This is an optimization exercise on Yosys and OpenROAD, whose aim is small area and a short achievable clock period, not a production implementation. The RTL was checked by simulation tests, not by an equivalence proof against the original design. No activity file was given, so power comes from the tool's default toggle rates.

--- flow/flow/run.sh ---
#!/bin/bash
# The standard layout, with plain buf_2 cells as the port buffers.
# The whole make output goes to standard.log in the work folder.
bash standard.sh BUFFER_PORTS_ARGS="-buffer_cell sky130_fd_sc_hd__buf_2" finish > standard.log 2>&1
--- flow/standard.sh ---
#!/bin/bash
# synth_recipe.tcl (not shown) runs the flow's synth.tcl, then flattens the netlist and writes it again
# the make line also repeats each setting of config.mk as NAME=value (left out here)
make -C /OpenROAD-flow-scripts/flow DESIGN_CONFIG=/design/flow/config.mk WORK_HOME=/design/flow/orfs CLKGATE_MAP_FILE= SYNTH_SCRIPT=/design/flow/synth_recipe.tcl "${@:-finish}"
--- flow/config.mk ---
export PLATFORM = sky130hd
export DESIGN_NAME = ALU
export DESIGN_NICKNAME = ALU
export VERILOG_FILES = /design/flow/design.v
export SDC_FILE = /design/flow/constraint.sdc
export NUM_CORES = 4
export LEC_CHECK = 0
export ABC_AREA = 1
export CAP_MARGIN = 20
export CORE_MARGIN = 2
export CORE_UTILIZATION = 60
export CTS_BUF_LIST = sky130_fd_sc_hd__clkbuf_8
export SLEW_MARGIN = 20
export SYNTH_HIERARCHICAL = 1
export SYNTH_MINIMUM_KEEP_SIZE = 0
--- flow/constraint.sdc ---
create_clock -name core_clock -period 38.0 [get_ports {clk}]
set_input_delay 7.6000 -clock core_clock [delete_from_list [all_inputs] [get_ports {clk}]]
set_output_delay 7.6000 -clock core_clock [all_outputs]
set_load 0.01 [all_outputs]
--- flow/design.v ---
module ALU(
        input               clk,
        input  logic [7:0]  number1,number2,
        input  logic [0:3]  opcode,
        output logic [15:0] resultant
    );
reg [2:0] pre_r, pre_q;
always @(*) begin
    if (number2 >= 8'd8) begin
        pre_q = 3'd0;
        pre_r = number1[7:5];
    end else begin
        case ({number2[2:0], number1[7:5]})
            6'd0: begin pre_q = 3'd7; pre_r = 3'd0; end
            6'd1: begin pre_q = 3'd7; pre_r = 3'd1; end
            6'd2: begin pre_q = 3'd7; pre_r = 3'd2; end
            6'd3: begin pre_q = 3'd7; pre_r = 3'd3; end
            6'd4: begin pre_q = 3'd7; pre_r = 3'd4; end
            6'd5: begin pre_q = 3'd7; pre_r = 3'd5; end
            6'd6: begin pre_q = 3'd7; pre_r = 3'd6; end
            6'd7: begin pre_q = 3'd7; pre_r = 3'd7; end
            6'd8: begin pre_q = 3'd0; pre_r = 3'd0; end
            6'd9: begin pre_q = 3'd1; pre_r = 3'd0; end
            6'd10: begin pre_q = 3'd2; pre_r = 3'd0; end
            6'd11: begin pre_q = 3'd3; pre_r = 3'd0; end
            6'd12: begin pre_q = 3'd4; pre_r = 3'd0; end
            6'd13: begin pre_q = 3'd5; pre_r = 3'd0; end
            6'd14: begin pre_q = 3'd6; pre_r = 3'd0; end
            6'd15: begin pre_q = 3'd7; pre_r = 3'd0; end
            6'd16: begin pre_q = 3'd0; pre_r = 3'd0; end
            6'd17: begin pre_q = 3'd0; pre_r = 3'd1; end
            6'd18: begin pre_q = 3'd1; pre_r = 3'd0; end
            6'd19: begin pre_q = 3'd1; pre_r = 3'd1; end
            6'd20: begin pre_q = 3'd2; pre_r = 3'd0; end
            6'd21: begin pre_q = 3'd2; pre_r = 3'd1; end
            6'd22: begin pre_q = 3'd3; pre_r = 3'd0; end
            6'd23: begin pre_q = 3'd3; pre_r = 3'd1; end
            6'd24: begin pre_q = 3'd0; pre_r = 3'd0; end
            6'd25: begin pre_q = 3'd0; pre_r = 3'd1; end
            6'd26: begin pre_q = 3'd0; pre_r = 3'd2; end
            6'd27: begin pre_q = 3'd1; pre_r = 3'd0; end
            6'd28: begin pre_q = 3'd1; pre_r = 3'd1; end
            6'd29: begin pre_q = 3'd1; pre_r = 3'd2; end
            6'd30: begin pre_q = 3'd2; pre_r = 3'd0; end
            6'd31: begin pre_q = 3'd2; pre_r = 3'd1; end
            6'd32: begin pre_q = 3'd0; pre_r = 3'd0; end
            6'd33: begin pre_q = 3'd0; pre_r = 3'd1; end
            6'd34: begin pre_q = 3'd0; pre_r = 3'd2; end
            6'd35: begin pre_q = 3'd0; pre_r = 3'd3; end
            6'd36: begin pre_q = 3'd1; pre_r = 3'd0; end
            6'd37: begin pre_q = 3'd1; pre_r = 3'd1; end
            6'd38: begin pre_q = 3'd1; pre_r = 3'd2; end
            6'd39: begin pre_q = 3'd1; pre_r = 3'd3; end
            6'd40: begin pre_q = 3'd0; pre_r = 3'd0; end
            6'd41: begin pre_q = 3'd0; pre_r = 3'd1; end
            6'd42: begin pre_q = 3'd0; pre_r = 3'd2; end
            6'd43: begin pre_q = 3'd0; pre_r = 3'd3; end
            6'd44: begin pre_q = 3'd0; pre_r = 3'd4; end
            6'd45: begin pre_q = 3'd1; pre_r = 3'd0; end
            6'd46: begin pre_q = 3'd1; pre_r = 3'd1; end
            6'd47: begin pre_q = 3'd1; pre_r = 3'd2; end
            6'd48: begin pre_q = 3'd0; pre_r = 3'd0; end
            6'd49: begin pre_q = 3'd0; pre_r = 3'd1; end
            6'd50: begin pre_q = 3'd0; pre_r = 3'd2; end
            6'd51: begin pre_q = 3'd0; pre_r = 3'd3; end
            6'd52: begin pre_q = 3'd0; pre_r = 3'd4; end
            6'd53: begin pre_q = 3'd0; pre_r = 3'd5; end
            6'd54: begin pre_q = 3'd1; pre_r = 3'd0; end
            6'd55: begin pre_q = 3'd1; pre_r = 3'd1; end
            6'd56: begin pre_q = 3'd0; pre_r = 3'd0; end
            6'd57: begin pre_q = 3'd0; pre_r = 3'd1; end
            6'd58: begin pre_q = 3'd0; pre_r = 3'd2; end
            6'd59: begin pre_q = 3'd0; pre_r = 3'd3; end
            6'd60: begin pre_q = 3'd0; pre_r = 3'd4; end
            6'd61: begin pre_q = 3'd0; pre_r = 3'd5; end
            6'd62: begin pre_q = 3'd0; pre_r = 3'd6; end
            6'd63: begin pre_q = 3'd1; pre_r = 3'd0; end
            default: begin pre_q = 3'd0; pre_r = 3'd0; end
        endcase
    end
end
reg [7:0] a, b;
reg [3:0] op;
reg [2:0] r_pre, q_pre;
always @(posedge clk) begin
    a  <= number1;
    b  <= number2;
    op <= opcode;
    r_pre <= pre_r;
    q_pre <= pre_q;
end
wire        sub = (op == 1);
wire [7:0]  bx = b ^ {8{sub}};
wire [8:0]  ac;
wire [8:0]  addsub;
assign ac[0] = sub;
genvar k;
generate for (k = 0; k < 8; k = k + 1) begin : add
    assign addsub[k] = a[k] ^ bx[k] ^ ac[k];
    assign ac[k+1] = (a[k] & bx[k]) | (a[k] & ac[k]) | (bx[k] & ac[k]);
end endgenerate
assign addsub[8] = ac[8];
wire [15:0] prod;
mul8 u_mul (.a(a), .b(b), .p(prod));
wire [7:0] q;
wire [7:0] rem;
wire [9:0] b3 = {2'b00, b} + {1'b0, b, 1'b0};
wire [3:0] x3 = {r_pre, a[4:4]};
wire [3:0] r3;
wire [9:0] m1_3 = {2'b00, b};
wire [3:0] y1_3 = ~m1_3[3:0];
wire [3:0] g1_3 = x3 & y1_3;
wire [3:0] p1_3 = x3 ^ y1_3;
wire G1_3_0_0 = g1_3[0] | p1_3[0];
wire G1_3_1_1 = g1_3[1];
wire P1_3_1_1 = p1_3[1];
wire G1_3_2_2 = g1_3[2];
wire P1_3_2_2 = p1_3[2];
wire G1_3_3_3 = g1_3[3];
wire P1_3_3_3 = p1_3[3];
wire G1_3_1_0 = G1_3_1_1 | (P1_3_1_1 & G1_3_0_0);
wire G1_3_3_2 = G1_3_3_3 | (P1_3_3_3 & G1_3_2_2);
wire P1_3_3_2 = P1_3_3_3 & P1_3_2_2;
wire G1_3_2_0 = G1_3_2_2 | (P1_3_2_2 & G1_3_1_0);
wire G1_3_3_0 = G1_3_3_2 | (P1_3_3_2 & G1_3_1_0);
wire [3:0] ci1_3 = {G1_3_2_0, G1_3_1_0, G1_3_0_0, 1'b1};
wire [4:0] d1_3 = {~G1_3_3_0, p1_3 ^ ci1_3};
wire ge1_3 = G1_3_3_0 & (b < 9'd16);
wire [0:0] qd3 = ge1_3;
assign r3 = ge1_3 ? d1_3[3:0] : x3;
wire [4:0] x4 = {r3, a[3:3]};
wire [4:0] r4;
wire [9:0] m1_4 = {2'b00, b};
wire [4:0] y1_4 = ~m1_4[4:0];
wire [4:0] g1_4 = x4 & y1_4;
wire [4:0] p1_4 = x4 ^ y1_4;
wire G1_4_0_0 = g1_4[0] | p1_4[0];
wire G1_4_1_1 = g1_4[1];
wire P1_4_1_1 = p1_4[1];
wire G1_4_2_2 = g1_4[2];
wire P1_4_2_2 = p1_4[2];
wire G1_4_3_3 = g1_4[3];
wire P1_4_3_3 = p1_4[3];
wire G1_4_4_4 = g1_4[4];
wire P1_4_4_4 = p1_4[4];
wire G1_4_1_0 = G1_4_1_1 | (P1_4_1_1 & G1_4_0_0);
wire G1_4_3_2 = G1_4_3_3 | (P1_4_3_3 & G1_4_2_2);
wire P1_4_3_2 = P1_4_3_3 & P1_4_2_2;
wire G1_4_2_0 = G1_4_2_2 | (P1_4_2_2 & G1_4_1_0);
wire G1_4_3_0 = G1_4_3_2 | (P1_4_3_2 & G1_4_1_0);
wire G1_4_4_0 = G1_4_4_4 | (P1_4_4_4 & G1_4_3_0);
wire [4:0] ci1_4 = {G1_4_3_0, G1_4_2_0, G1_4_1_0, G1_4_0_0, 1'b1};
wire [5:0] d1_4 = {~G1_4_4_0, p1_4 ^ ci1_4};
wire ge1_4 = G1_4_4_0 & (b < 9'd32);
wire [0:0] qd4 = ge1_4;
assign r4 = ge1_4 ? d1_4[4:0] : x4;
wire [5:0] x5 = {r4, a[2:2]};
wire [5:0] r5;
wire [9:0] m1_5 = {2'b00, b};
wire [5:0] y1_5 = ~m1_5[5:0];
wire [5:0] g1_5 = x5 & y1_5;
wire [5:0] p1_5 = x5 ^ y1_5;
wire G1_5_0_0 = g1_5[0] | p1_5[0];
wire G1_5_1_1 = g1_5[1];
wire P1_5_1_1 = p1_5[1];
wire G1_5_2_2 = g1_5[2];
wire P1_5_2_2 = p1_5[2];
wire G1_5_3_3 = g1_5[3];
wire P1_5_3_3 = p1_5[3];
wire G1_5_4_4 = g1_5[4];
wire P1_5_4_4 = p1_5[4];
wire G1_5_5_5 = g1_5[5];
wire P1_5_5_5 = p1_5[5];
wire G1_5_1_0 = G1_5_1_1 | (P1_5_1_1 & G1_5_0_0);
wire G1_5_3_2 = G1_5_3_3 | (P1_5_3_3 & G1_5_2_2);
wire P1_5_3_2 = P1_5_3_3 & P1_5_2_2;
wire G1_5_5_4 = G1_5_5_5 | (P1_5_5_5 & G1_5_4_4);
wire P1_5_5_4 = P1_5_5_5 & P1_5_4_4;
wire G1_5_2_0 = G1_5_2_2 | (P1_5_2_2 & G1_5_1_0);
wire G1_5_3_0 = G1_5_3_2 | (P1_5_3_2 & G1_5_1_0);
wire G1_5_4_0 = G1_5_4_4 | (P1_5_4_4 & G1_5_3_0);
wire G1_5_5_0 = G1_5_5_4 | (P1_5_5_4 & G1_5_3_0);
wire [5:0] ci1_5 = {G1_5_4_0, G1_5_3_0, G1_5_2_0, G1_5_1_0, G1_5_0_0, 1'b1};
wire [6:0] d1_5 = {~G1_5_5_0, p1_5 ^ ci1_5};
wire ge1_5 = G1_5_5_0 & (b < 9'd64);
wire [0:0] qd5 = ge1_5;
assign r5 = ge1_5 ? d1_5[5:0] : x5;
wire [6:0] x6 = {r5, a[1:1]};
wire [6:0] r6;
wire [9:0] m1_6 = {2'b00, b};
wire [6:0] y1_6 = ~m1_6[6:0];
wire [6:0] g1_6 = x6 & y1_6;
wire [6:0] p1_6 = x6 ^ y1_6;
wire G1_6_0_0 = g1_6[0] | p1_6[0];
wire G1_6_1_1 = g1_6[1];
wire P1_6_1_1 = p1_6[1];
wire G1_6_2_2 = g1_6[2];
wire P1_6_2_2 = p1_6[2];
wire G1_6_3_3 = g1_6[3];
wire P1_6_3_3 = p1_6[3];
wire G1_6_4_4 = g1_6[4];
wire P1_6_4_4 = p1_6[4];
wire G1_6_5_5 = g1_6[5];
wire P1_6_5_5 = p1_6[5];
wire G1_6_6_6 = g1_6[6];
wire P1_6_6_6 = p1_6[6];
wire G1_6_1_0 = G1_6_1_1 | (P1_6_1_1 & G1_6_0_0);
wire G1_6_3_2 = G1_6_3_3 | (P1_6_3_3 & G1_6_2_2);
wire P1_6_3_2 = P1_6_3_3 & P1_6_2_2;
wire G1_6_5_4 = G1_6_5_5 | (P1_6_5_5 & G1_6_4_4);
wire P1_6_5_4 = P1_6_5_5 & P1_6_4_4;
wire G1_6_2_0 = G1_6_2_2 | (P1_6_2_2 & G1_6_1_0);
wire G1_6_3_0 = G1_6_3_2 | (P1_6_3_2 & G1_6_1_0);
wire G1_6_6_4 = G1_6_6_6 | (P1_6_6_6 & G1_6_5_4);
wire P1_6_6_4 = P1_6_6_6 & P1_6_5_4;
wire G1_6_4_0 = G1_6_4_4 | (P1_6_4_4 & G1_6_3_0);
wire G1_6_5_0 = G1_6_5_4 | (P1_6_5_4 & G1_6_3_0);
wire G1_6_6_0 = G1_6_6_4 | (P1_6_6_4 & G1_6_3_0);
wire [6:0] ci1_6 = {G1_6_5_0, G1_6_4_0, G1_6_3_0, G1_6_2_0, G1_6_1_0, G1_6_0_0, 1'b1};
wire [7:0] d1_6 = {~G1_6_6_0, p1_6 ^ ci1_6};
wire ge1_6 = G1_6_6_0 & (b < 9'd128);
wire [0:0] qd6 = ge1_6;
assign r6 = ge1_6 ? d1_6[6:0] : x6;
wire [7:0] x7 = {r6, a[0:0]};
wire [7:0] r7;
wire [9:0] m1_7 = {2'b00, b};
wire [7:0] y1_7 = ~m1_7[7:0];
wire [7:0] g1_7 = x7 & y1_7;
wire [7:0] p1_7 = x7 ^ y1_7;
wire G1_7_0_0 = g1_7[0] | p1_7[0];
wire G1_7_1_1 = g1_7[1];
wire P1_7_1_1 = p1_7[1];
wire G1_7_2_2 = g1_7[2];
wire P1_7_2_2 = p1_7[2];
wire G1_7_3_3 = g1_7[3];
wire P1_7_3_3 = p1_7[3];
wire G1_7_4_4 = g1_7[4];
wire P1_7_4_4 = p1_7[4];
wire G1_7_5_5 = g1_7[5];
wire P1_7_5_5 = p1_7[5];
wire G1_7_6_6 = g1_7[6];
wire P1_7_6_6 = p1_7[6];
wire G1_7_7_7 = g1_7[7];
wire P1_7_7_7 = p1_7[7];
wire G1_7_1_0 = G1_7_1_1 | (P1_7_1_1 & G1_7_0_0);
wire G1_7_3_2 = G1_7_3_3 | (P1_7_3_3 & G1_7_2_2);
wire P1_7_3_2 = P1_7_3_3 & P1_7_2_2;
wire G1_7_5_4 = G1_7_5_5 | (P1_7_5_5 & G1_7_4_4);
wire P1_7_5_4 = P1_7_5_5 & P1_7_4_4;
wire G1_7_7_6 = G1_7_7_7 | (P1_7_7_7 & G1_7_6_6);
wire P1_7_7_6 = P1_7_7_7 & P1_7_6_6;
wire G1_7_2_0 = G1_7_2_2 | (P1_7_2_2 & G1_7_1_0);
wire G1_7_3_0 = G1_7_3_2 | (P1_7_3_2 & G1_7_1_0);
wire G1_7_6_4 = G1_7_6_6 | (P1_7_6_6 & G1_7_5_4);
wire P1_7_6_4 = P1_7_6_6 & P1_7_5_4;
wire G1_7_7_4 = G1_7_7_6 | (P1_7_7_6 & G1_7_5_4);
wire P1_7_7_4 = P1_7_7_6 & P1_7_5_4;
wire G1_7_4_0 = G1_7_4_4 | (P1_7_4_4 & G1_7_3_0);
wire G1_7_5_0 = G1_7_5_4 | (P1_7_5_4 & G1_7_3_0);
wire G1_7_6_0 = G1_7_6_4 | (P1_7_6_4 & G1_7_3_0);
wire G1_7_7_0 = G1_7_7_4 | (P1_7_7_4 & G1_7_3_0);
wire [7:0] ci1_7 = {G1_7_6_0, G1_7_5_0, G1_7_4_0, G1_7_3_0, G1_7_2_0, G1_7_1_0, G1_7_0_0, 1'b1};
wire [8:0] d1_7 = {~G1_7_7_0, p1_7 ^ ci1_7};
wire ge1_7 = G1_7_7_0;
wire [0:0] qd7 = ge1_7;
assign r7 = ge1_7 ? d1_7[7:0] : x7;
assign q = {q_pre, qd3, qd4, qd5, qd6, qd7};
assign rem = r7;
wire bz = (b == 8'd0);
always @(posedge clk) begin
    case (op)
        0:       resultant <= {7'd0, addsub[8], addsub[7:0]};
        1:       resultant <= {{8{~addsub[8]}}, addsub[7:0]};
        2:       resultant <= prod;
        3:       resultant <= {{8{bz}}, q};
        4:       resultant <= {8'd0, rem};
        default: resultant <= resultant;
    endcase
end
endmodule
module mul8(input [7:0] a, input [7:0] b, output [15:0] p);
wire [63:0] pp;
ppgen u_pp (.a(a), .b(b), .pp(pp));
wire s0, c0;
fa1 u_ha0 (.x(pp[6]), .y(pp[13]), .z(1'b1), .s(s0), .c(c0));
wire s1, c1;
fa1 u_fa1 (.x(pp[7]), .y(pp[14]), .z(pp[21]), .s(s1), .c(c1));
wire s2, c2;
fa1 u_ha2 (.x(pp[28]), .y(pp[35]), .z(1'b1), .s(s2), .c(c2));
wire s3, c3;
fa1 u_fa3 (.x(pp[15]), .y(pp[22]), .z(pp[29]), .s(s3), .c(c3));
wire s4, c4;
fa1 u_ha4 (.x(pp[36]), .y(pp[43]), .z(1'b1), .s(s4), .c(c4));
wire s5, c5;
fa1 u_fa5 (.x(pp[23]), .y(pp[30]), .z(pp[37]), .s(s5), .c(c5));
wire s6, c6;
fa1 u_ha6 (.x(pp[4]), .y(pp[11]), .z(1'b1), .s(s6), .c(c6));
wire s7, c7;
fa1 u_fa7 (.x(pp[5]), .y(pp[12]), .z(pp[19]), .s(s7), .c(c7));
wire s8, c8;
fa1 u_ha8 (.x(pp[26]), .y(pp[33]), .z(1'b1), .s(s8), .c(c8));
wire s9, c9;
fa1 u_fa9 (.x(pp[20]), .y(pp[27]), .z(pp[34]), .s(s9), .c(c9));
wire s10, c10;
fa1 u_fa10 (.x(pp[41]), .y(pp[48]), .z(s0), .s(s10), .c(c10));
wire s11, c11;
fa1 u_fa11 (.x(pp[42]), .y(pp[49]), .z(pp[56]), .s(s11), .c(c11));
wire s12, c12;
fa1 u_fa12 (.x(s1), .y(s2), .z(c0), .s(s12), .c(c12));
wire s13, c13;
fa1 u_fa13 (.x(pp[50]), .y(pp[57]), .z(s3), .s(s13), .c(c13));
wire s14, c14;
fa1 u_fa14 (.x(s4), .y(c1), .z(c2), .s(s14), .c(c14));
wire s15, c15;
fa1 u_fa15 (.x(pp[44]), .y(pp[51]), .z(pp[58]), .s(s15), .c(c15));
wire s16, c16;
fa1 u_fa16 (.x(s5), .y(c3), .z(c4), .s(s16), .c(c16));
wire s17, c17;
fa1 u_fa17 (.x(pp[31]), .y(pp[38]), .z(pp[45]), .s(s17), .c(c17));
wire s18, c18;
fa1 u_fa18 (.x(pp[52]), .y(pp[59]), .z(c5), .s(s18), .c(c18));
wire s19, c19;
fa1 u_fa19 (.x(pp[39]), .y(pp[46]), .z(pp[53]), .s(s19), .c(c19));
wire s20, c20;
fa1 u_ha20 (.x(pp[3]), .y(pp[10]), .z(1'b1), .s(s20), .c(c20));
wire s21, c21;
fa1 u_fa21 (.x(pp[18]), .y(pp[25]), .z(pp[32]), .s(s21), .c(c21));
wire s22, c22;
fa1 u_fa22 (.x(pp[40]), .y(s7), .z(s8), .s(s22), .c(c22));
wire s23, c23;
fa1 u_fa23 (.x(s9), .y(s10), .z(c7), .s(s23), .c(c23));
wire s24, c24;
fa1 u_fa24 (.x(s11), .y(s12), .z(c9), .s(s24), .c(c24));
wire s25, c25;
fa1 u_fa25 (.x(s13), .y(s14), .z(c11), .s(s25), .c(c25));
wire s26, c26;
fa1 u_fa26 (.x(s15), .y(s16), .z(c13), .s(s26), .c(c26));
wire s27, c27;
fa1 u_fa27 (.x(s17), .y(s18), .z(c15), .s(s27), .c(c27));
wire s28, c28;
fa1 u_fa28 (.x(pp[60]), .y(s19), .z(c17), .s(s28), .c(c28));
wire s29, c29;
fa1 u_fa29 (.x(pp[47]), .y(pp[54]), .z(pp[61]), .s(s29), .c(c29));
wire s30, c30;
fa1 u_ha30 (.x(pp[2]), .y(pp[9]), .z(1'b1), .s(s30), .c(c30));
wire s31, c31;
fa1 u_fa31 (.x(pp[17]), .y(pp[24]), .z(s20), .s(s31), .c(c31));
wire s32, c32;
fa1 u_fa32 (.x(s6), .y(s21), .z(c20), .s(s32), .c(c32));
wire s33, c33;
fa1 u_fa33 (.x(c6), .y(s22), .z(c21), .s(s33), .c(c33));
wire s34, c34;
fa1 u_fa34 (.x(c8), .y(s23), .z(c22), .s(s34), .c(c34));
wire s35, c35;
fa1 u_fa35 (.x(c10), .y(s24), .z(c23), .s(s35), .c(c35));
wire s36, c36;
fa1 u_fa36 (.x(c12), .y(s25), .z(c24), .s(s36), .c(c36));
wire s37, c37;
fa1 u_fa37 (.x(c14), .y(s26), .z(c25), .s(s37), .c(c37));
wire s38, c38;
fa1 u_fa38 (.x(c16), .y(s27), .z(c26), .s(s38), .c(c38));
wire s39, c39;
fa1 u_fa39 (.x(c18), .y(s28), .z(c27), .s(s39), .c(c39));
wire s40, c40;
fa1 u_fa40 (.x(c19), .y(s29), .z(c28), .s(s40), .c(c40));
wire s41, c41;
fa1 u_fa41 (.x(pp[55]), .y(pp[62]), .z(c29), .s(s41), .c(c41));
wire [15:0] r0 = {1'b1, pp[63], s41, s40, s39, s38, s37, s36, s35, s34, s33, s32, s31, pp[16], pp[1], pp[0]};
wire [15:0] r1 = {1'b1, c41, c40, c39, c38, c37, c36, c35, c34, c33, c32, c31, c30, s30, pp[8], 1'b1};
wire [15:0] np;
wire [16:0] cc;
assign cc[0] = 1'b1;
genvar g;
generate for (g = 0; g < 16; g = g + 1) begin : cpa
  fa1 u_fa (.x(r0[g]), .y(r1[g]), .z(cc[g]), .s(np[g]), .c(cc[g+1]));
end endgenerate
assign p = ~np;
endmodule
module ppgen(input [7:0] a, input [7:0] b, output [63:0] pp);
genvar i, j;
generate for (i = 0; i < 8; i = i + 1) begin : row
    for (j = 0; j < 8; j = j + 1) begin : col
        nand1 u_nand (.x(a[j]), .y(b[i]), .z(pp[8*i+j]));
    end
end endgenerate
endmodule
module nand1(input x, input y, output z);
assign z = ~(x & y);
endmodule
module fa1(input x, input y, input z, output s, output c);
assign s = x ^ y ^ z;
assign c = (x & y) | (x & z) | (y & z);
endmodule
module han1(input x, input y, output s, output c);
assign s = ~(x ^ y);
assign c = x | y;
endmodule
module ha1(input x, input y, output s, output c);
assign s = x ^ y;
assign c = x & y;
endmodule
==> results of run 1 <==
[sequential cells by signal, indices dropped and copies added, names as in the netlist]
signal and flops:
a 8, b 8, op 4, q_pre 3, r_pre 3, resultant 16
[layer usage]
metal	wire length [µm]	GRT usage (%)
met4	357	9.52
met3	508	4.51
met5	0	0
met1	4800	34.2
met2	5900	50.5
[worst min path at each step]
stage              endpoint     start  cells past startpoint
6_report       resultant[5]  q_pre[0]                      3
5_1_grt        resultant[6]     op[3]                      2
4_1_cts        resultant[5]  q_pre[0]                      3
3_5_place_dp   resultant[7]  q_pre[2]                      3
3_3_place_gp   resultant[5]  q_pre[0]                      3
2_1_floorplan  resultant[6]  q_pre[1]                      3
[power groups by stage]
stage	Clock, mW	Combinational (mW)	Sequential, mW
after global placement	0	0.109	0.0562
after CTS	0.0456	0.114	0.0554
after floorplan	0	0.0868	0.0563
final	0.0449	0.113	0.0554
after global routing	0.0476	0.133	0.0560
after detailed placement	0	0.113	0.0565
[layout by cell type, fill, tap and decap left out, types with 2 or more instances in the layout]
master | netlist | routed
sky130_fd_sc_hd__a22o_1 | 3 | 3
sky130_fd_sc_hd__or2_4 | 2 | 2
sky130_fd_sc_hd__clkbuf_8 | 0 | 6
sky130_fd_sc_hd__inv_1 | 75 | 75
sky130_fd_sc_hd__nor2_1 | 20 | 20
sky130_fd_sc_hd__ha_1 | 29 | 29
sky130_fd_sc_hd__nand2_2 | 7 | 7
sky130_fd_sc_hd__nand4_1 | 3 | 3
sky130_fd_sc_hd__nand2_1 | 156 | 156
sky130_fd_sc_hd__o22ai_1 | 2 | 2
sky130_fd_sc_hd__dfxtp_1 | 26 | 26
sky130_fd_sc_hd__nand3_2 | 14 | 14
sky130_fd_sc_hd__a211oi_1 | 4 | 4
sky130_fd_sc_hd__o21ai_2 | 4 | 4
sky130_fd_sc_hd__nand3_1 | 27 | 27
sky130_fd_sc_hd__inv_2 | 9 | 9
sky130_fd_sc_hd__o21ai_1 | 2 | 2
sky130_fd_sc_hd__edfxtp_1 | 16 | 16
sky130_fd_sc_hd__conb_1 | 1 | 11
sky130_fd_sc_hd__xnor2_1 | 4 | 4
sky130_fd_sc_hd__xor2_1 | 11 | 11
sky130_fd_sc_hd__a21o_1 | 3 | 3
sky130_fd_sc_hd__nand2_4 | 4 | 4
sky130_fd_sc_hd__a21oi_2 | 4 | 4
sky130_fd_sc_hd__fa_1 | 79 | 79
sky130_fd_sc_hd__or2_0 | 2 | 2
sky130_fd_sc_hd__o21ai_0 | 11 | 11
sky130_fd_sc_hd__nor2_2 | 3 | 3
sky130_fd_sc_hd__nor3_1 | 3 | 3
sky130_fd_sc_hd__buf_4 | 0 | 2
sky130_fd_sc_hd__buf_2 | 2 | 36
sky130_fd_sc_hd__bufinv_16 | 0 | 2
sky130_fd_sc_hd__a21oi_1 | 25 | 25
[final cells by class]
class / instances / area (µm²) / share of cell area [%]
inverters: 84 / 315 / 5.71
clock inverters: 2 / 60.1 / 1.09
clock buffers: 6 / 82.6 / 1.49
repair buffers: 38 / 195 / 3.53
well taps: 105 / 131 / 2.38
multi-input cells: 449 / 3740 / 67.7
flip-flops and latches: 42 / 1000 / 18.1
[Yosys stat by module (local to each module, per instance), a selection]
module / cells / flops+latches
ALU: 429 / 42
fa1: 1 / 0
mul8: 17 / 0
nand1: 1 / 0
[critical path: cells and delay by family]
kind,cells,cell delay [ns]
buffers and inverters,3,0.30
and+or+nand+nor,4,0.57
AOI/OAI and AO/OA,2,0.23
[stage by stage]
stage,total power [mW],area [µm²],utilization (%)
2_1_floorplan,0.143,5070,-
3_3_place_gp,0.165,5380,65.8
3_5_place_dp,0.170,5380,65.8
4_1_cts,0.215,5520,67.6
5_1_grt,0.236,5520,67.6
6_report,0.214,5520,67.6
[cell families after synthesis]
group | after synthesis
flops | 42
xor+xnor | 15
buf+inv | 87
simple gates | 248
fa+ha+maj | 108
compound gates | 67
other cells | 1
==> flow_results.org, run 1 <==
** Timing
- The tightest hold path in the finished design has a slack of 0.825 ns.
- Max-Slew Margin vs Limit :: 45.6%
- Setup slack after layout :: 29.50 ns
- The count of final max-slew check failures was 0.
- Clock skew :: 0.0117 ns
- In the finished design, the share of the clock period the worst path needs comes to 22.4%.
- Derived from the worst setup path, the maximum achievable clock frequency is 118 MHz.
- At the pin with the least slew margin, the transition time is 0.814 ns.
- Setup repair after global routing missed its margin :: false
- The final hold violation count came to 0.
- Setup TNS after final layout :: 0 ns
- Number of endpoints failing setup at the final stage :: 0
- The worst path in the final design needs a cycle of 8.50 ns, including I/O delays and setup.

** Floorplanning
- The floorplan has 33 rows.
- Initial Util :: 61.5%
- DIE WIDTH :: 95.6 µm
- 37 I/O pins were placed.
- Core region area :: 8180 µm²
- In this run the vertical extent of the chip is 95.6 µm.
- Die ar. :: 9130 µm²

** Setup path
- On the worst path, the slowest cell contributes a delay of 0.33 ns.
- WS Path Type :: in2reg
- At the worst endpoint, the required time is 38.21 ns.
- Traced cell by cell, the critical path runs through buf_2 > nor2_1 > nand2_1 > nor2_1 > inv_1 > a31oi_1 > nand3_1 > o21ai_0 > inv_1.
- For the worst setup path, the data arrival time is 8.71 ns.
- Worst setup path startpoint :: number2[4]
- Maximum net fanout on the critical path :: 6
- Setup slack on the worst reg-to-reg path comes out at 29.87 ns.
- Reg-to-reg critical path startpoint :: b[2]
- STA classifies the critical path endpoint as a register.
- The critical path ends at r_pre[1].
- Critical Path Slowest Stage Cell :: sky130_fd_sc_hd__nor2_1
- Sort of element at the start of the critical path :: primary input
- Cell depth of the worst flop-to-flop path :: 35
- Worst reg2reg endpoint :: resultant[4]

** Route
- After detailed routing, the average wire length per cell comes to 15.9 µm.
- Length of the first detailed-routing pass in iterations :: 5
- The routed layout has 4025 vias.
- For this run, design rule violations remaining after detail routing come to 0.
- Antenna-violating nets left :: 0
- After the first detailed-routing iteration, the DRC count stood at 170.
- Avg Vias per Cell :: 5.54
- Detailed-route wire length :: 11600 µm

** Clock network
- Clock latency on the worst-skew pair :: 0.30 ns
- Hold bufs inserted after CTS :: 0
- CTS Buf Count :: 5
- Clock-pin slew was measured on the worst setup and hold paths at 0.09 ns.
- In this run, post-CTS repair resized a total of 0 instances.
- Post-CTS timing repair inserted 0 buffers for setup.
- Counting along the longest clock path gives a buffer depth of 2.
- The clock net in this run drives a total of 42 sinks.
- Maximum level of the CTS H-tree :: 2
- The cell sitting at the root of the clock tree is a sky130_fd_sc_hd__clkbuf_8.
- TritonCTS built the clock tree.

** Cells and area
- The final layout contains 749 nets.
- Number of standard cells in the final layout excluding fillers :: 726
- Cells with a size suffix above 1 make up 15.9% of the layout.
- The repair_antennas step left the layout with diodes totalling 0.
- Synth-to-Final Area Change :: 9.80%
- Filler Cells Inserted :: 718

** Power and ir drop
- Static leakage power :: 2.61 nW
- Reported net switching power :: 0.0870 mW
- Gate power share :: 53.1%
- The internal portion of the total power is 0.127 mW.
- Sequential power share :: 25.9%
- Switching power share of the total :: 40.7%
- In this run, the clock network consumes 21.0% of the power.
- Maximum resistive drop on vdd :: 27.0 µV
- Dividing total power by cell area gives a power density of 38.7 nW/µm².

** Synthesis
- Leading post-synthesis cells by cell area :: sky130_fd_sc_hd__fa_1 (31%), sky130_fd_sc_hd__nand2_1 (12%), sky130_fd_sc_hd__dfxtp_1 (10%), sky130_fd_sc_hd__edfxtp_1 (9.5%), sky130_fd_sc_hd__ha_1 (7.2%)
- Post-synth design cell area :: 5030 µm²
- Synthesis produced a netlist whose cell count is 568.
- The synthesized netlist devotes 38.6% of its cell area to adder and majority cells.
- Measured against the total synthesized area, the mux share comes to 0%.
- Part of the Yosys area used for sequential elements :: 19.9%
- Summed over all instances, the cell type with the most area after synthesis is sky130_fd_sc_hd__fa_1.
- Top post-synthesis cells by count :: sky130_fd_sc_hd__nand2_1 (156), sky130_fd_sc_hd__fa_1 (79), sky130_fd_sc_hd__inv_1 (75), sky130_fd_sc_hd__ha_1 (29), sky130_fd_sc_hd__nand3_1 (27)
- For this run, the leading register cell type out of synthesis is sky130_fd_sc_hd__dfxtp_1.
- Yosys warns :: 7
- Number of different library cells in the post-synthesis netlist :: 47
- Count leader, synth :: sky130_fd_sc_hd__nand2_1
- Share of the synthesized area in the top cell type :: 31.4%
- Post-synth EDFFs :: 16
- A synthesized cell averages 8.86 µm².
- Share of the synthesized netlist area taken by xor and xnor gates :: 2.61%
- Post-synthesis simple-gate area fraction :: 23.7%
- Area fraction in compound gates after synthesis :: 8.58%
- Counting flops with an async set or reset pin after synthesis yields a share of 0%.
- After synthesis the netlist holds a flip-flop and latch count of 42.
- By area, the combinational part of the netlist is dominated by adder cells.

** Placed design
- Cell Count Post-Placement :: 718
- Setup Slack @ Placement :: 29.20 ns
- GP Congestion :: 0.895
- Port Buffers :: 36
- Once detailed placement completed, the half-perimeter wirelength came to 9070 µm.

** Outcome
- Run status :: timing/DRC/antenna clean

** Global route
- The number of antenna violations at the first check in global routing is 0.
- First-pass GRT wire length :: 19500 µm
- GRT overflow :: 0
- Overall global routing resource usage :: 28.1%
- Vias in the first global route :: 4214
- Entering global routing, the biggest net connects 17 pins.

** Worst hold path
- Class of the most critical hold timing path :: reg2reg

** Flow run
- Number of violations of the max-capacitance limit :: 0
==> inputs of run 2 (changes only) <==
--- a/flow/design.v
+++ b/flow/design.v
@@ -122,6 +122,6 @@
 wire G1_3_3_2 = G1_3_3_3 | (P1_3_3_3 & G1_3_2_2);
 wire P1_3_3_2 = P1_3_3_3 & P1_3_2_2;
-wire G1_3_2_0 = G1_3_2_2 | (P1_3_2_2 & G1_3_1_0);
 wire G1_3_3_0 = G1_3_3_2 | (P1_3_3_2 & G1_3_1_0);
+wire G1_3_2_0 = G1_3_2_2 | (P1_3_2_2 & G1_3_1_0);
 wire [3:0] ci1_3 = {G1_3_2_0, G1_3_1_0, G1_3_0_0, 1'b1};
 wire [4:0] d1_3 = {~G1_3_3_0, p1_3 ^ ci1_3};
@@ -147,6 +147,6 @@
 wire G1_4_3_2 = G1_4_3_3 | (P1_4_3_3 & G1_4_2_2);
 wire P1_4_3_2 = P1_4_3_3 & P1_4_2_2;
-wire G1_4_2_0 = G1_4_2_2 | (P1_4_2_2 & G1_4_1_0);
 wire G1_4_3_0 = G1_4_3_2 | (P1_4_3_2 & G1_4_1_0);
+wire G1_4_2_0 = G1_4_2_2 | (P1_4_2_2 & G1_4_1_0);
 wire G1_4_4_0 = G1_4_4_4 | (P1_4_4_4 & G1_4_3_0);
 wire [4:0] ci1_4 = {G1_4_3_0, G1_4_2_0, G1_4_1_0, G1_4_0_0, 1'b1};
@@ -158,30 +158,6 @@
 wire [5:0] r5;
 wire [9:0] m1_5 = {2'b00, b};
-wire [5:0] y1_5 = ~m1_5[5:0];
-wire [5:0] g1_5 = x5 & y1_5;
-wire [5:0] p1_5 = x5 ^ y1_5;
-wire G1_5_0_0 = g1_5[0] | p1_5[0];
-wire G1_5_1_1 = g1_5[1];
-wire P1_5_1_1 = p1_5[1];
-wire G1_5_2_2 = g1_5[2];
-wire P1_5_2_2 = p1_5[2];
-wire G1_5_3_3 = g1_5[3];
-wire P1_5_3_3 = p1_5[3];
-wire G1_5_4_4 = g1_5[4];
-wire P1_5_4_4 = p1_5[4];
-wire G1_5_5_5 = g1_5[5];
-wire P1_5_5_5 = p1_5[5];
-wire G1_5_1_0 = G1_5_1_1 | (P1_5_1_1 & G1_5_0_0);
-wire G1_5_3_2 = G1_5_3_3 | (P1_5_3_3 & G1_5_2_2);
-wire P1_5_3_2 = P1_5_3_3 & P1_5_2_2;
-wire G1_5_5_4 = G1_5_5_5 | (P1_5_5_5 & G1_5_4_4);
-wire P1_5_5_4 = P1_5_5_5 & P1_5_4_4;
-wire G1_5_2_0 = G1_5_2_2 | (P1_5_2_2 & G1_5_1_0);
-wire G1_5_3_0 = G1_5_3_2 | (P1_5_3_2 & G1_5_1_0);
-wire G1_5_4_0 = G1_5_4_4 | (P1_5_4_4 & G1_5_3_0);
-wire G1_5_5_0 = G1_5_5_4 | (P1_5_5_4 & G1_5_3_0);
-wire [5:0] ci1_5 = {G1_5_4_0, G1_5_3_0, G1_5_2_0, G1_5_1_0, G1_5_0_0, 1'b1};
-wire [6:0] d1_5 = {~G1_5_5_0, p1_5 ^ ci1_5};
-wire ge1_5 = G1_5_5_0 & (b < 9'd64);
+wire [6:0] d1_5 = {1'b0, x5} - {1'b0, m1_5[5:0]};
+wire ge1_5 = ~d1_5[6] & (b < 9'd64);
 wire [0:0] qd5 = ge1_5;
 assign r5 = ge1_5 ? d1_5[5:0] : x5;
@@ -189,35 +165,6 @@
 wire [6:0] r6;
 wire [9:0] m1_6 = {2'b00, b};
-wire [6:0] y1_6 = ~m1_6[6:0];
-wire [6:0] g1_6 = x6 & y1_6;
-wire [6:0] p1_6 = x6 ^ y1_6;
-wire G1_6_0_0 = g1_6[0] | p1_6[0];
-wire G1_6_1_1 = g1_6[1];
-wire P1_6_1_1 = p1_6[1];
-wire G1_6_2_2 = g1_6[2];
-wire P1_6_2_2 = p1_6[2];
-wire G1_6_3_3 = g1_6[3];
-wire P1_6_3_3 = p1_6[3];
-wire G1_6_4_4 = g1_6[4];
-wire P1_6_4_4 = p1_6[4];
-wire G1_6_5_5 = g1_6[5];
-wire P1_6_5_5 = p1_6[5];
-wire G1_6_6_6 = g1_6[6];
-wire P1_6_6_6 = p1_6[6];
-wire G1_6_1_0 = G1_6_1_1 | (P1_6_1_1 & G1_6_0_0);
-wire G1_6_3_2 = G1_6_3_3 | (P1_6_3_3 & G1_6_2_2);
-wire P1_6_3_2 = P1_6_3_3 & P1_6_2_2;
-wire G1_6_5_4 = G1_6_5_5 | (P1_6_5_5 & G1_6_4_4);
-wire P1_6_5_4 = P1_6_5_5 & P1_6_4_4;
-wire G1_6_2_0 = G1_6_2_2 | (P1_6_2_2 & G1_6_1_0);
-wire G1_6_3_0 = G1_6_3_2 | (P1_6_3_2 & G1_6_1_0);
-wire G1_6_6_4 = G1_6_6_6 | (P1_6_6_6 & G1_6_5_4);
-wire P1_6_6_4 = P1_6_6_6 & P1_6_5_4;
-wire G1_6_4_0 = G1_6_4_4 | (P1_6_4_4 & G1_6_3_0);
-wire G1_6_5_0 = G1_6_5_4 | (P1_6_5_4 & G1_6_3_0);
-wire G1_6_6_0 = G1_6_6_4 | (P1_6_6_4 & G1_6_3_0);
-wire [6:0] ci1_6 = {G1_6_5_0, G1_6_4_0, G1_6_3_0, G1_6_2_0, G1_6_1_0, G1_6_0_0, 1'b1};
-wire [7:0] d1_6 = {~G1_6_6_0, p1_6 ^ ci1_6};
-wire ge1_6 = G1_6_6_0 & (b < 9'd128);
+wire [7:0] d1_6 = {1'b0, x6} - {1'b0, m1_6[6:0]};
+wire ge1_6 = ~d1_6[7] & (b < 9'd128);
 wire [0:0] qd6 = ge1_6;
 assign r6 = ge1_6 ? d1_6[6:0] : x6;
@@ -250,14 +197,12 @@
 wire G1_7_7_6 = G1_7_7_7 | (P1_7_7_7 & G1_7_6_6);
 wire P1_7_7_6 = P1_7_7_7 & P1_7_6_6;
-wire G1_7_2_0 = G1_7_2_2 | (P1_7_2_2 & G1_7_1_0);
 wire G1_7_3_0 = G1_7_3_2 | (P1_7_3_2 & G1_7_1_0);
-wire G1_7_6_4 = G1_7_6_6 | (P1_7_6_6 & G1_7_5_4);
-wire P1_7_6_4 = P1_7_6_6 & P1_7_5_4;
 wire G1_7_7_4 = G1_7_7_6 | (P1_7_7_6 & G1_7_5_4);
 wire P1_7_7_4 = P1_7_7_6 & P1_7_5_4;
+wire G1_7_7_0 = G1_7_7_4 | (P1_7_7_4 & G1_7_3_0);
+wire G1_7_2_0 = G1_7_2_2 | (P1_7_2_2 & G1_7_1_0);
 wire G1_7_4_0 = G1_7_4_4 | (P1_7_4_4 & G1_7_3_0);
 wire G1_7_5_0 = G1_7_5_4 | (P1_7_5_4 & G1_7_3_0);
-wire G1_7_6_0 = G1_7_6_4 | (P1_7_6_4 & G1_7_3_0);
-wire G1_7_7_0 = G1_7_7_4 | (P1_7_7_4 & G1_7_3_0);
+wire G1_7_6_0 = G1_7_6_6 | (P1_7_6_6 & G1_7_5_0);
 wire [7:0] ci1_7 = {G1_7_6_0, G1_7_5_0, G1_7_4_0, G1_7_3_0, G1_7_2_0, G1_7_1_0, G1_7_0_0, 1'b1};
 wire [8:0] d1_7 = {~G1_7_7_0, p1_7 ^ ci1_7};
@@ -370,9 +315,23 @@
 wire [15:0] np;
 wire [16:0] cc;
-assign cc[0] = 1'b1;
 genvar g;
 generate for (g = 0; g < 16; g = g + 1) begin : cpa
-  fa1 u_fa (.x(r0[g]), .y(r1[g]), .z(cc[g]), .s(np[g]), .c(cc[g+1]));
 end endgenerate
+assign np[0] = pp[0];
+fa1 u_cpa1 (.x(pp[1]), .y(pp[8]), .z(1'b1), .s(np[1]), .c(cc[2]));
+fa1 u_cpa2 (.x(pp[16]), .y(s30), .z(cc[2]), .s(np[2]), .c(cc[3]));
+fa1 u_cpa3 (.x(s31), .y(c30), .z(cc[3]), .s(np[3]), .c(cc[4]));
+fa1 u_cpa4 (.x(s32), .y(c31), .z(cc[4]), .s(np[4]), .c(cc[5]));
+fa1 u_cpa5 (.x(s33), .y(c32), .z(cc[5]), .s(np[5]), .c(cc[6]));
+fa1 u_cpa6 (.x(s34), .y(c33), .z(cc[6]), .s(np[6]), .c(cc[7]));
+fa1 u_cpa7 (.x(s35), .y(c34), .z(cc[7]), .s(np[7]), .c(cc[8]));
+fa1 u_cpa8 (.x(s36), .y(c35), .z(cc[8]), .s(np[8]), .c(cc[9]));
+fa1 u_cpa9 (.x(s37), .y(c36), .z(cc[9]), .s(np[9]), .c(cc[10]));
+fa1 u_cpa10 (.x(s38), .y(c37), .z(cc[10]), .s(np[10]), .c(cc[11]));
+fa1 u_cpa11 (.x(s39), .y(c38), .z(cc[11]), .s(np[11]), .c(cc[12]));
+fa1 u_cpa12 (.x(s40), .y(c39), .z(cc[12]), .s(np[12]), .c(cc[13]));
+fa1 u_cpa13 (.x(s41), .y(c40), .z(cc[13]), .s(np[13]), .c(cc[14]));
+fa1 u_cpa14 (.x(pp[63]), .y(c41), .z(cc[14]), .s(np[14]), .c(cc[15]));
+assign np[15] = cc[15];
 assign p = ~np;
 endmodule
@@ -392,4 +351,10 @@
 assign c = (x & y) | (x & z) | (y & z);
 endmodule
+module xnor1(input x, input y, output z);
+assign z = ~(x ^ y);
+endmodule
+module or1(input x, input y, output z);
+assign z = x | y;
+endmodule
 module han1(input x, input y, output s, output c);
 assign s = ~(x ^ y);
==> run 2 against run 1 <==
Net effect: die area is 2.1% lower; cell count grew 1.1%; synthesized area fell by 2.2%; worst setup slack improved by 0.060 ns; global-route usage is 0.077 points lower; register-to-register slack gained 0.14 ns; critical endpoint is now resultant[4]; highest routed layer unchanged.
==> flow_results.org, run 2 <==
** Outcome
- Run status :: timing/DRC/antenna clean

** Cells and area
- Nets@finish :: 754 (+0.67%)
- The fill cell instance count of the final layout came to 710 (-1.1%).
- Count of inserted antenna diode cells :: 0 (unchanged)
- Synth-to-Final Area Change :: 8.26%
- The flip-flop count of the largest register after layout is 16 (unchanged).
- Top library cells by usage in the layout, fill and taps aside :: sky130_fd_sc_hd__nand2_1 (175), sky130_fd_sc_hd__inv_1 (75), sky130_fd_sc_hd__fa_1 (74), sky130_fd_sc_hd__nand3_1 (40), sky130_fd_sc_hd__buf_2 (36)
- Number of standard cells in the final layout excluding fillers :: 734 (+1.1%)
- The utilization of the core after routing was 65.8% (-1.7 points).
- Ranked by flip-flop count, first place goes to resultant.
- Registers with the most flip-flops :: resultant x16, a x8, b x8
- Most common library cell in the layout ignoring fill and taps :: sky130_fd_sc_hd__nand2_1
- Share of final-layout standard cells stronger than drive strength 1 :: 11.3% (-4.7 points)

** Synthesis
- Yosys instantiated no cell more often than sky130_fd_sc_hd__nand2_1.
- Post-synthesis cell count :: 580 (+2.1%)
- Post-synth EDFFs :: 16 (unchanged)
- The netlist area before placement is 4920 µm² (-2.2%).
- Post-synthesis average cell area :: 8.49 µm² (-4.2%)
- Yosys warns :: 7 (unchanged)
- The number of register bits inferred by synthesis was 42 (unchanged).
- The share of async-settable or async-resettable flops after synthesis is 0% (unchanged).
- The number of unique standard cell types used by synthesis was 48 (+2.1%).
- In the synthesized netlist the dominant register cell turns out to be sky130_fd_sc_hd__dfxtp_1.
- Part of the Yosys area used for sequential elements :: 20.3% (+0.44 points)
- Leading post-synthesis cells by cell area :: sky130_fd_sc_hd__fa_1 (30%), sky130_fd_sc_hd__nand2_1 (13%), sky130_fd_sc_hd__dfxtp_1 (11%), sky130_fd_sc_hd__edfxtp_1 (9.8%), sky130_fd_sc_hd__ha_1 (7.9%)
- The commonest cells after synthesis are sky130_fd_sc_hd__nand2_1 (175), sky130_fd_sc_hd__inv_1 (75), sky130_fd_sc_hd__fa_1 (74), sky130_fd_sc_hd__nand3_1 (40), sky130_fd_sc_hd__ha_1 (31).
- Area leader, netlist :: sky130_fd_sc_hd__fa_1
- The proportion of netlist area held by the largest area contributor was 30.1% (-1.3 points).

** Floorplanning
- The full die area is 8940 µm² (-2.1%).
- The die outline width is 94.6 µm (-1.0%).
- The area inside the core boundary is 8090 µm² (-1.0%).
- The site row count was 33 (unchanged).
- The chip height came to 94.6 µm (-1.0%).
- The initial core utilization is 60.8% (-0.72 points).
- The I/O pin total was 37 (unchanged).

** Timing
- Slew at the pin closest to its max-slew limit :: 0.975 ns (+0.161 ns)
- Number of endpoints failing setup at the final stage :: 0 (unchanged)
- Max Transition Viols Final :: 0 (unchanged)
- Setup repair after global routing missed its margin :: false
- Setup TNS after final layout :: 0 ns (unchanged)
- Minimum clock period :: 8.44 ns (-0.0596 ns)
- Max-Slew Margin vs Limit :: 34.8% (-11 points)
- Worst hold margin :: 0.613 ns (-0.213 ns)
- Post-route clock period utilization :: 22.2% (-0.16 points)
- Final hold violation count :: 0 (unchanged)
- The final worst clock skew was 0.0100 ns (-0.00167 ns).
- The maximum clock frequency is 118 MHz (+0.71%).

** Power and ir drop
- Internal power :: 0.111 mW (-13%)
- Maximum resistive drop on vdd :: 23.4 µV (-13%)
- Reported net switching power :: 0.0834 mW (-4.2%)
- Power per Cell Area :: 36.4 nW/µm² (-6.0%)
- The switching fraction of total power was 43.0% (+2.3 points).
- The clock network fraction of design power came to 15.4% (-5.6 points).
- The part of the total power dissipated in sequential elements came to 28.5% (+2.6 points).
- Gate power share :: 56.2% (+3.1 points)
- The leakage power total was 2.51 nW (-3.6%).

** Setup path
- Data required time of the critical path :: 30.40 ns (-7.81 ns)
- The endpoint identified for the worst register-to-register timing path is resultant[6].
- The largest incremental delay on the critical path came to 0.38 ns (+0.05 ns).
- Nature of the critical path endpoint :: output port
- Critical Path Slowest Stage Cell :: sky130_fd_sc_hd__edfxtp_1
- Reg-to-reg critical path startpoint :: b[2]
- The number of buffers and inverters on the critical path was 1 (-2).
- The critical path goes through buf_2.
- Sort of element at the start of the critical path :: register
- The largest fanout on the critical path was 1 (-5).
- The cell family contributing the most delay on the critical path is flip-flops.
- The flop-to-flop setup slack came to 30.01 ns (+0.14 ns).
- Critical path endpoint :: resultant[4]
- Critical path depth :: 1 (-8)
- The signal arrival time at the worst endpoint was 0.84 ns (-7.87 ns).
- Cell depth of the worst flop-to-flop path :: 38 (+8.6%)
- The setup path with the least slack is of type reg2out.
- Worst setup path startpoint :: resultant[4]

** Clock network
- CTS placed an instance of sky130_fd_sc_hd__clkbuf_8 at the clock tree root.
- CTS tree :: yes
- Clock transition at the register clock pins on the worst setup and hold paths after CTS :: 0.09 ns (about the same)
- Maximum level of the CTS H-tree :: 2 (unchanged)
- The post-CTS setup-driven buffer insertion count was 0 (unchanged).
- The maximum clock insertion buffer count came to 2 (unchanged).
- The total of hold buffers inserted after clock tree synthesis came to 0 (unchanged).
- Number of clock sinks :: 42 (unchanged)
- Quantity of gates resized following cts :: 0 (unchanged)
- Clock latency on the worst-skew pair :: 0.31 ns (about the same)
- CTS Buf Count :: 5 (unchanged)

** Global route
- The pin count of the biggest net entering global routing is 17 (unchanged).
- The via count of the first global-routing pass was 4074 (-3.3%).
- Initial antenna violation count :: 0 (unchanged)
- GRT overflow :: 0 (unchanged)
- First-pass GRT wire length :: 19100 µm (-1.8%)
- Overall global routing resource usage :: 28.0% (-0.077 points)

** Route
- The met1 wire length is 4840 µm (+0.77%).
- The first-pass detailed-route iteration total was 4 (-1).
- Count of routing violations after the opening detailed-route iteration :: 157 (-7.6%)
- The aggregate routed wire length is 11300 µm (-2.1%).
- The met2 wirelength from detailed routing was 5780 µm (-2.2%).
- Length of routed met3 wiring :: 522 µm (+2.8%)
- Signal routing reaches up to met4.
- Routed vias :: 4022 (-0.075%)
- The average routed wire per standard cell is 15.4 µm (-3.2%).
- The number of nets still failing antenna checks after routing is 0 (unchanged).
- Post-route DRC violation count :: 0 (unchanged)
- Avg Vias per Cell :: 5.48 (-1.2%)

** Placed design
- Cell Count Post-Placement :: 726 (+1.1%)
- The final HPWL from detailed placement was 8980 µm (-1.0%).
- Port Buffers :: 36 (unchanged)
- The final estimated routing congestion in global placement was 0.907 (+1.4%).

** Worst hold path
- The startpoint identified for the worst hold timing path is q_pre[0].
- Class of the most critical hold timing path :: reg2reg

** Flow run
- The number of max-cap violations is 0 (unchanged).
run 2: area by class of cell:
type | instances | area [µm²] | area share, %
Clock inverter | 3 | 20.0 | 0.376
Tap cell | 105 | 131 | 2.47
Inverter | 82 | 313 | 5.87
Sequential cell | 42 | 1000 | 18.8
Clock buffer | 5 | 68.8 | 1.29
Multi-Input combinational cell | 459 | 3600 | 67.6
Timing Repair Buffer | 38 | 195 | 3.66
run 2: worst min-delay path by stage:
stage / cells after the start / to
after floorplan: 2 / resultant[5]
after global placement: 2 / resultant[5]
after detailed placement: 2 / resultant[5]
after CTS: 2 / resultant[5]
after global routing: 2 / resultant[6]
final: 2 / resultant[5]
run 2: metal layers:
metal	track usage [%]	vias up
met5	0	-
met4	7.61	0
met3	4.23	17
met2	50.0	120
met1	35.6	1940
li1	-	1945
run 2: through the flow:
step / worst slack, ns / instance area [µm²] / power, mW
after CTS: 29.54 / 5330 / 0.195
final: 29.56 / 5330 / 0.194
after global placement: 29.41 / 5240 / 0.163
after global routing: 29.28 / 5330 / 0.217
after floorplan: 29.63 / 4950 / 0.142
after detailed placement: 29.37 / 5240 / 0.165
run 2: cell families (layout without fill, tap and decap cells):
group           after synthesis  count (layout)  synth area share, %
simple gates                270             270                 24.0
other cells                   1               8               0.0762
compound gates               56              56                 6.99
flops                        42              42                 20.3
buf+inv                      86             128                 7.07
xor+xnor                     20              20                 3.56
fa+ha+maj                   105             105                 38.0
run 2: Yosys stat by module (local to each module, per instance), excerpt:
module  flip-flops and latches  copies in the design  cell area (µm²)  cells inside
nand1                        0                    64             3.75             1
ALU                         42                     1             3500           443
fa1                          0                    56             20.0             1
mul8                         0                     1             63.8            17
run 2: power groups by stage:
stage | logic (mW) | clock network (mW) | registers (mW)
final | 0.109 | 0.0298 | 0.0552
after global routing | 0.129 | 0.0320 | 0.0558
after CTS | 0.110 | 0.0306 | 0.0552
after detailed placement | 0.109 | 0 | 0.0563
after global placement | 0.106 | 0 | 0.0561
after floorplan | 0.0858 | 0 | 0.0562
==> inputs of run 3 (changes only) <==
--- a/flow/design.v
+++ b/flow/design.v
@@ -109,22 +109,6 @@
 wire [3:0] r3;
 wire [9:0] m1_3 = {2'b00, b};
-wire [3:0] y1_3 = ~m1_3[3:0];
-wire [3:0] g1_3 = x3 & y1_3;
-wire [3:0] p1_3 = x3 ^ y1_3;
-wire G1_3_0_0 = g1_3[0] | p1_3[0];
-wire G1_3_1_1 = g1_3[1];
-wire P1_3_1_1 = p1_3[1];
-wire G1_3_2_2 = g1_3[2];
-wire P1_3_2_2 = p1_3[2];
-wire G1_3_3_3 = g1_3[3];
-wire P1_3_3_3 = p1_3[3];
-wire G1_3_1_0 = G1_3_1_1 | (P1_3_1_1 & G1_3_0_0);
-wire G1_3_3_2 = G1_3_3_3 | (P1_3_3_3 & G1_3_2_2);
-wire P1_3_3_2 = P1_3_3_3 & P1_3_2_2;
-wire G1_3_3_0 = G1_3_3_2 | (P1_3_3_2 & G1_3_1_0);
-wire G1_3_2_0 = G1_3_2_2 | (P1_3_2_2 & G1_3_1_0);
-wire [3:0] ci1_3 = {G1_3_2_0, G1_3_1_0, G1_3_0_0, 1'b1};
-wire [4:0] d1_3 = {~G1_3_3_0, p1_3 ^ ci1_3};
-wire ge1_3 = G1_3_3_0 & (b < 9'd16);
+wire [4:0] d1_3 = {1'b0, x3} - {1'b0, m1_3[3:0]};
+wire ge1_3 = ~d1_3[4] & (b < 9'd16);
 wire [0:0] qd3 = ge1_3;
 assign r3 = ge1_3 ? d1_3[3:0] : x3;
@@ -132,25 +116,6 @@
 wire [4:0] r4;
 wire [9:0] m1_4 = {2'b00, b};
-wire [4:0] y1_4 = ~m1_4[4:0];
-wire [4:0] g1_4 = x4 & y1_4;
-wire [4:0] p1_4 = x4 ^ y1_4;
-wire G1_4_0_0 = g1_4[0] | p1_4[0];
-wire G1_4_1_1 = g1_4[1];
-wire P1_4_1_1 = p1_4[1];
-wire G1_4_2_2 = g1_4[2];
-wire P1_4_2_2 = p1_4[2];
-wire G1_4_3_3 = g1_4[3];
-wire P1_4_3_3 = p1_4[3];
-wire G1_4_4_4 = g1_4[4];
-wire P1_4_4_4 = p1_4[4];
-wire G1_4_1_0 = G1_4_1_1 | (P1_4_1_1 & G1_4_0_0);
-wire G1_4_3_2 = G1_4_3_3 | (P1_4_3_3 & G1_4_2_2);
-wire P1_4_3_2 = P1_4_3_3 & P1_4_2_2;
-wire G1_4_3_0 = G1_4_3_2 | (P1_4_3_2 & G1_4_1_0);
-wire G1_4_2_0 = G1_4_2_2 | (P1_4_2_2 & G1_4_1_0);
-wire G1_4_4_0 = G1_4_4_4 | (P1_4_4_4 & G1_4_3_0);
-wire [4:0] ci1_4 = {G1_4_3_0, G1_4_2_0, G1_4_1_0, G1_4_0_0, 1'b1};
-wire [5:0] d1_4 = {~G1_4_4_0, p1_4 ^ ci1_4};
-wire ge1_4 = G1_4_4_0 & (b < 9'd32);
+wire [5:0] d1_4 = {1'b0, x4} - {1'b0, m1_4[4:0]};
+wire ge1_4 = ~d1_4[5] & (b < 9'd32);
 wire [0:0] qd4 = ge1_4;
 assign r4 = ge1_4 ? d1_4[4:0] : x4;
==> run 3 against run 2 <==
Net effect: non-clock buffer count did not move; synthesized area rose by 1.9%; sequential share of layout area fell by 0.42 points; worst setup slack improved by 0.0011 ns; fmax barely moved; total power rose by 4.5%; routed wire length rose by 2.7%; utilization rose by 0.82 points; critical path depth did not move; critical path type unchanged; highest routed layer unchanged.
==> flow_results.org, run 3 <==
** Route
- Length of the first detailed-routing pass in iterations :: 5 (+1)
- The residual DRC count is 0 (unchanged).
- The number of nets still failing antenna checks after routing was 0 (unchanged).
- The average routed wire per standard cell was 15.2 µm (-1.4%).
- The via count normalized by instance count came to 5.45 (-0.63%).
- Detailed-route wire length :: 11600 µm (+2.7%)
- Count of routing violations after the opening detailed-route iteration :: 186 (+18%)
- Routed vias :: 4160 (+3.4%)

** Synthesis
- Yosys warns :: 7 (unchanged)
- The share of synthesized area occupied by flip-flops and latches was 20.0% (-0.39 points).
- Share of the synthesized area in the top cell type :: 28.3% (-1.8 points)
- Number of different library cells in the post-synthesis netlist :: 46 (-4.2%)
- Post-synthesis register bit count :: 42 (unchanged)
- Ranked by instance count, the synthesized netlist is headed by sky130_fd_sc_hd__nand2_1 (185), sky130_fd_sc_hd__inv_1 (85), sky130_fd_sc_hd__fa_1 (71), sky130_fd_sc_hd__nand3_1 (44), sky130_fd_sc_hd__ha_1 (34).
- In the post-synthesis netlist, the cell with the most instances is sky130_fd_sc_hd__nand2_1.
- Area leader, netlist :: sky130_fd_sc_hd__fa_1
- In the synthesized netlist the dominant register cell turns out to be sky130_fd_sc_hd__dfxtp_1.
- By area the synthesized netlist is led by sky130_fd_sc_hd__fa_1 (28%), sky130_fd_sc_hd__nand2_1 (14%), sky130_fd_sc_hd__dfxtp_1 (10%), sky130_fd_sc_hd__edfxtp_1 (9.6%), sky130_fd_sc_hd__ha_1 (8.5%).
- Async SR Flop Fraction :: 0% (unchanged)
- The count of flip-flops with a built-in enable after synthesis came to 16 (unchanged).
- Post-synthesis cell count :: 611 (+5.3%)
- Post-synth design cell area :: 5020 µm² (+1.9%)
- The mean area per synthesized cell was 8.21 µm² (-3.2%).

** Cells and area
- Nets@finish :: 784 (+4.0%)
- The flip-flop count of the largest register after layout is 16 (unchanged).
- The top cell types in the final layout, fill and taps aside, are sky130_fd_sc_hd__nand2_1 (185), sky130_fd_sc_hd__inv_1 (86), sky130_fd_sc_hd__fa_1 (71), sky130_fd_sc_hd__nand3_1 (44), sky130_fd_sc_hd__buf_2 (36).
- resultant holds more flip-flops than any other register.
- Non-Filler Cell Area, Final :: 5450 µm² (+2.3%)
- The largest registers in the layout are resultant x16, a x8, b x8.
- Synth-to-Final Area Change :: 8.63%
- The share of post-route cells with drive strength above 1 came to 10.8% (-0.51 points).
- Count of inserted antenna diode cells :: 0 (unchanged)
- The number of standard cells in the layout, taps in and fillers out is 764 (+4.1%).
- Most common library cell in the layout ignoring fill and taps :: sky130_fd_sc_hd__nand2_1
- Layout Utilization :: 66.7% (+0.82 points)

** Setup path
- Category of cells accounting for the largest share of critical-path delay :: flip-flops
- Nature of the critical path endpoint :: output port
- The largest incremental delay on the critical path was 0.39 ns (about the same).
- The number of stages on the worst setup path came to 1 (unchanged).
- Cell chain of the critical path :: buf_2
- The largest fanout on the critical path came to 1 (unchanged).
- The signal arrival time at the worst endpoint came to 0.84 ns (about the same).
- Data required time of the critical path :: 30.40 ns (about the same)
- Buffers & Inverters on Critical Path :: 1 (unchanged)
- For this design, the slowest cell found on the critical path is sky130_fd_sc_hd__edfxtp_1.
- STA classifies the critical path startpoint as a register.
- The length in cells of the worst reg-to-reg path was 42 (+11%).
- The setup path with the least slack is of type reg2out.

** Placed design
- The total cell area at the placement stage was 5330 µm² (+1.8%).
- Final HPWL from detailed placement :: 9190 µm (+2.3%)
- GP Congestion :: 0.875 (-3.6%)
- Cell Count Post-Placement :: 755 (+4.0%)
- Port Buffers :: 36 (unchanged)

** Global route
- Initial antenna violation count :: 0 (unchanged)
- GRT overflow :: 0 (unchanged)
- The pin count of the biggest net entering global routing came to 17 (unchanged).
- Overall global routing resource usage :: 28.2% (+0.13 points)
- The global-route wire length before repair was 19300 µm (+1.1%).
- Vias in the first global route :: 4170 (+2.4%)

** Clock network
- TritonCTS built the clock tree.
- Clock latency on the worst-skew pair :: 0.30 ns (about the same)
- The H-tree level count came to 2 (unchanged).
- Number of clock sinks :: 42 (unchanged)
- The number of cells upsized or downsized after cts is 0 (unchanged).
- Clock transition at the register clock pins on the worst setup and hold paths after CTS :: 0.08 ns (about the same)
- The total of hold buffers inserted after clock tree synthesis was 0 (unchanged).
- CTS Buf Count :: 5 (unchanged)
- The post-CTS setup-driven buffer insertion count came to 0 (unchanged).
- Root cell of the clock tree :: sky130_fd_sc_hd__clkbuf_8
- Largest buffer count on any clock path :: 2 (unchanged)

** Timing
- The worst slew margin relative to its limit is 40.1% (+5.3 points).
- Worst hold margin :: 0.725 ns (+0.113 ns)
- The count of final max-slew check failures is 0 (unchanged).
- The accumulated negative setup slack is 0 ns (unchanged).
- Number of endpoints failing setup at the final stage :: 0 (unchanged)
- Minimum clock period :: 8.44 ns (-0.00110 ns)
- The final period utilization came to 22.2% (about the same).
- The final worst clock skew came to 0.00721 ns (-0.00281 ns).
- The maximum clock frequency is 118 MHz (about the same).
- Setup repair after global routing missed its margin :: false
- The final hold violation count is 0 (unchanged).
- The slew at the pin with the worst max-slew slack is 0.894 ns (-0.0806 ns).

** Power and ir drop
- Static leakage power :: 2.61 nW (+3.8%)
- Power per Cell Area :: 37.2 nW/µm² (+2.2%)
- Maximum resistive drop on vdd :: 24.2 µV (+3.0%)

** Floorplanning
- The I/O pin total is 37 (unchanged).
- Initial Util :: 61.4% (+0.55 points)
- Number of cell rows :: 33 (unchanged)
- Floorplan die height :: 95.4 µm (+0.92%)
- The area inside the core boundary is 8180 µm² (+1.0%).
- The die outline width was 95.4 µm (+0.92%).
- Die ar. :: 9110 µm² (+1.8%)

** Worst hold path
- The worst hold path belongs to the class reg2reg.
- Cell depth of the worst min-delay path :: 2 (unchanged)

** Outcome
- Run status :: timing/DRC/antenna clean

** Flow run
- Number of violations of the max-capacitance limit :: 0 (unchanged)
-- run 3: cell types whose count changed after synthesis, moves of 3 or more --
cell and change:
sky130_fd_sc_hd__nand2_1 +10, sky130_fd_sc_hd__nand3_1 +4, sky130_fd_sc_hd__inv_1 +10, sky130_fd_sc_hd__a221oi_1 +3
sky130_fd_sc_hd__a21oi_1 +5, sky130_fd_sc_hd__ha_1 +3, sky130_fd_sc_hd__nor2_2 +4, sky130_fd_sc_hd__fa_1 -3
sky130_fd_sc_hd__nand4_1 -4
-- run 3: cell families (layout without fill, tap and decap cells) --
logic type	Yosys count	in the layout	share of synthesized area [%]
xor+xnor	21	21	3.67
simple gates	287	287	24.9
other cells	1	8	0.0747
compound gates	60	60	7.31
flops	42	42	20.0
buf+inv	95	136	7.31
fa+ha+maj	105	105	36.8
-- run 3: path summary, 6_finish.rpt --
| check | start | to | slack, ns |
|---|---|---|---|
| worst max-delay path | resultant[7] | resultant[7] | 29.56 |
| worst min-delay path | q_pre[2] | resultant[7] | 0.73 |
| worst max register to register | b[2] | resultant[2] | 30.28 |
| worst min register to register | q_pre[2] | resultant[7] | 0.73 |
-- run 3: per-stage QoR --
step	setup WS, ns	power [mW]
6_report	29.56	0.203
5_1_grt	29.44	0.225
4_1_cts	29.55	0.204
3_5_place_dp	29.30	0.169
3_3_place_gp	29.35	0.165
2_1_floorplan	29.58	0.143
-- run 3: layout make-up --
type / instances / area (µm²)
multi-input cells: 481 / 3680
fillers: 715 / 2730
flip-flops and latches: 42 / 1000
inverters: 90 / 338
repair buffers: 38 / 195
well taps: 105 / 131
clock buffers: 5 / 68.8
clock inverters: 3 / 40.0
-- run 3: power by group --
| part | total (mW) | internal [mW] | switching [mW] |
|---|---|---|---|
| Combinational | 0.112 | 0.0473 | 0.0649 |
| Clock | 0.0351 | 0.0194 | 0.0157 |
| Sequential | 0.0554 | 0.0510 | 0.00434 |
| Total | 0.203 | 0.118 | 0.0850 |
-- run 3: Yosys stat by module (local to each module, per instance), a selection --
module  area (µm²)  cells inside
ALU           3590           474
fa1           20.0             1
mul8          63.8            17
nand1         3.75             1
-- run 3: routing by layer --
metal | track usage (%) | up-vias | routed length [µm]
met4 | 9.17 | 0 | 209
met1 | 34.0 | 2028 | 4970
met2 | 52.1 | 84 | 6110
met3 | 3.48 | 15 | 331
li1 | - | 2033 | -
met5 | 0 | - | 0

-- what the ideal ports hide --
Ports are ideal in the flow. The routed layouts listed here were re-timed in OpenROAD.
Step 1: set_driving_cell puts a clkbuf_16 on clk and a buf_2 on each other input, an assumption about the parent block.
Step 2, shift: input delay + t, output delay - t, t = (earliest + latest rising clock arrival at the registers) / 2. This alone moves slack from input paths to output paths.
Slacks: ideal ports / drivers / drivers and shift; pairs: ideal ports / drivers.
| run | t, ns | slack for setup (ns) | worst hold slack (ns) |
|---|---|---|---|
| run 1 | 0.330 | 29.499 / 29.514 / 29.185 | 0.825 / 0.825 / 0.825 |
| run 2 | 0.340 | 29.559 / 29.524 / 29.356 | 0.613 / 0.613 / 0.613 |
| run 3 | 0.331 | 29.560 / 29.529 / 29.248 | 0.725 / 0.725 / 0.725 |
After both steps setup and hold are still met in every run listed. The setup slack of run 1, which loses most, moves by +0.015 ns with the drivers and by -0.314 ns with both steps.
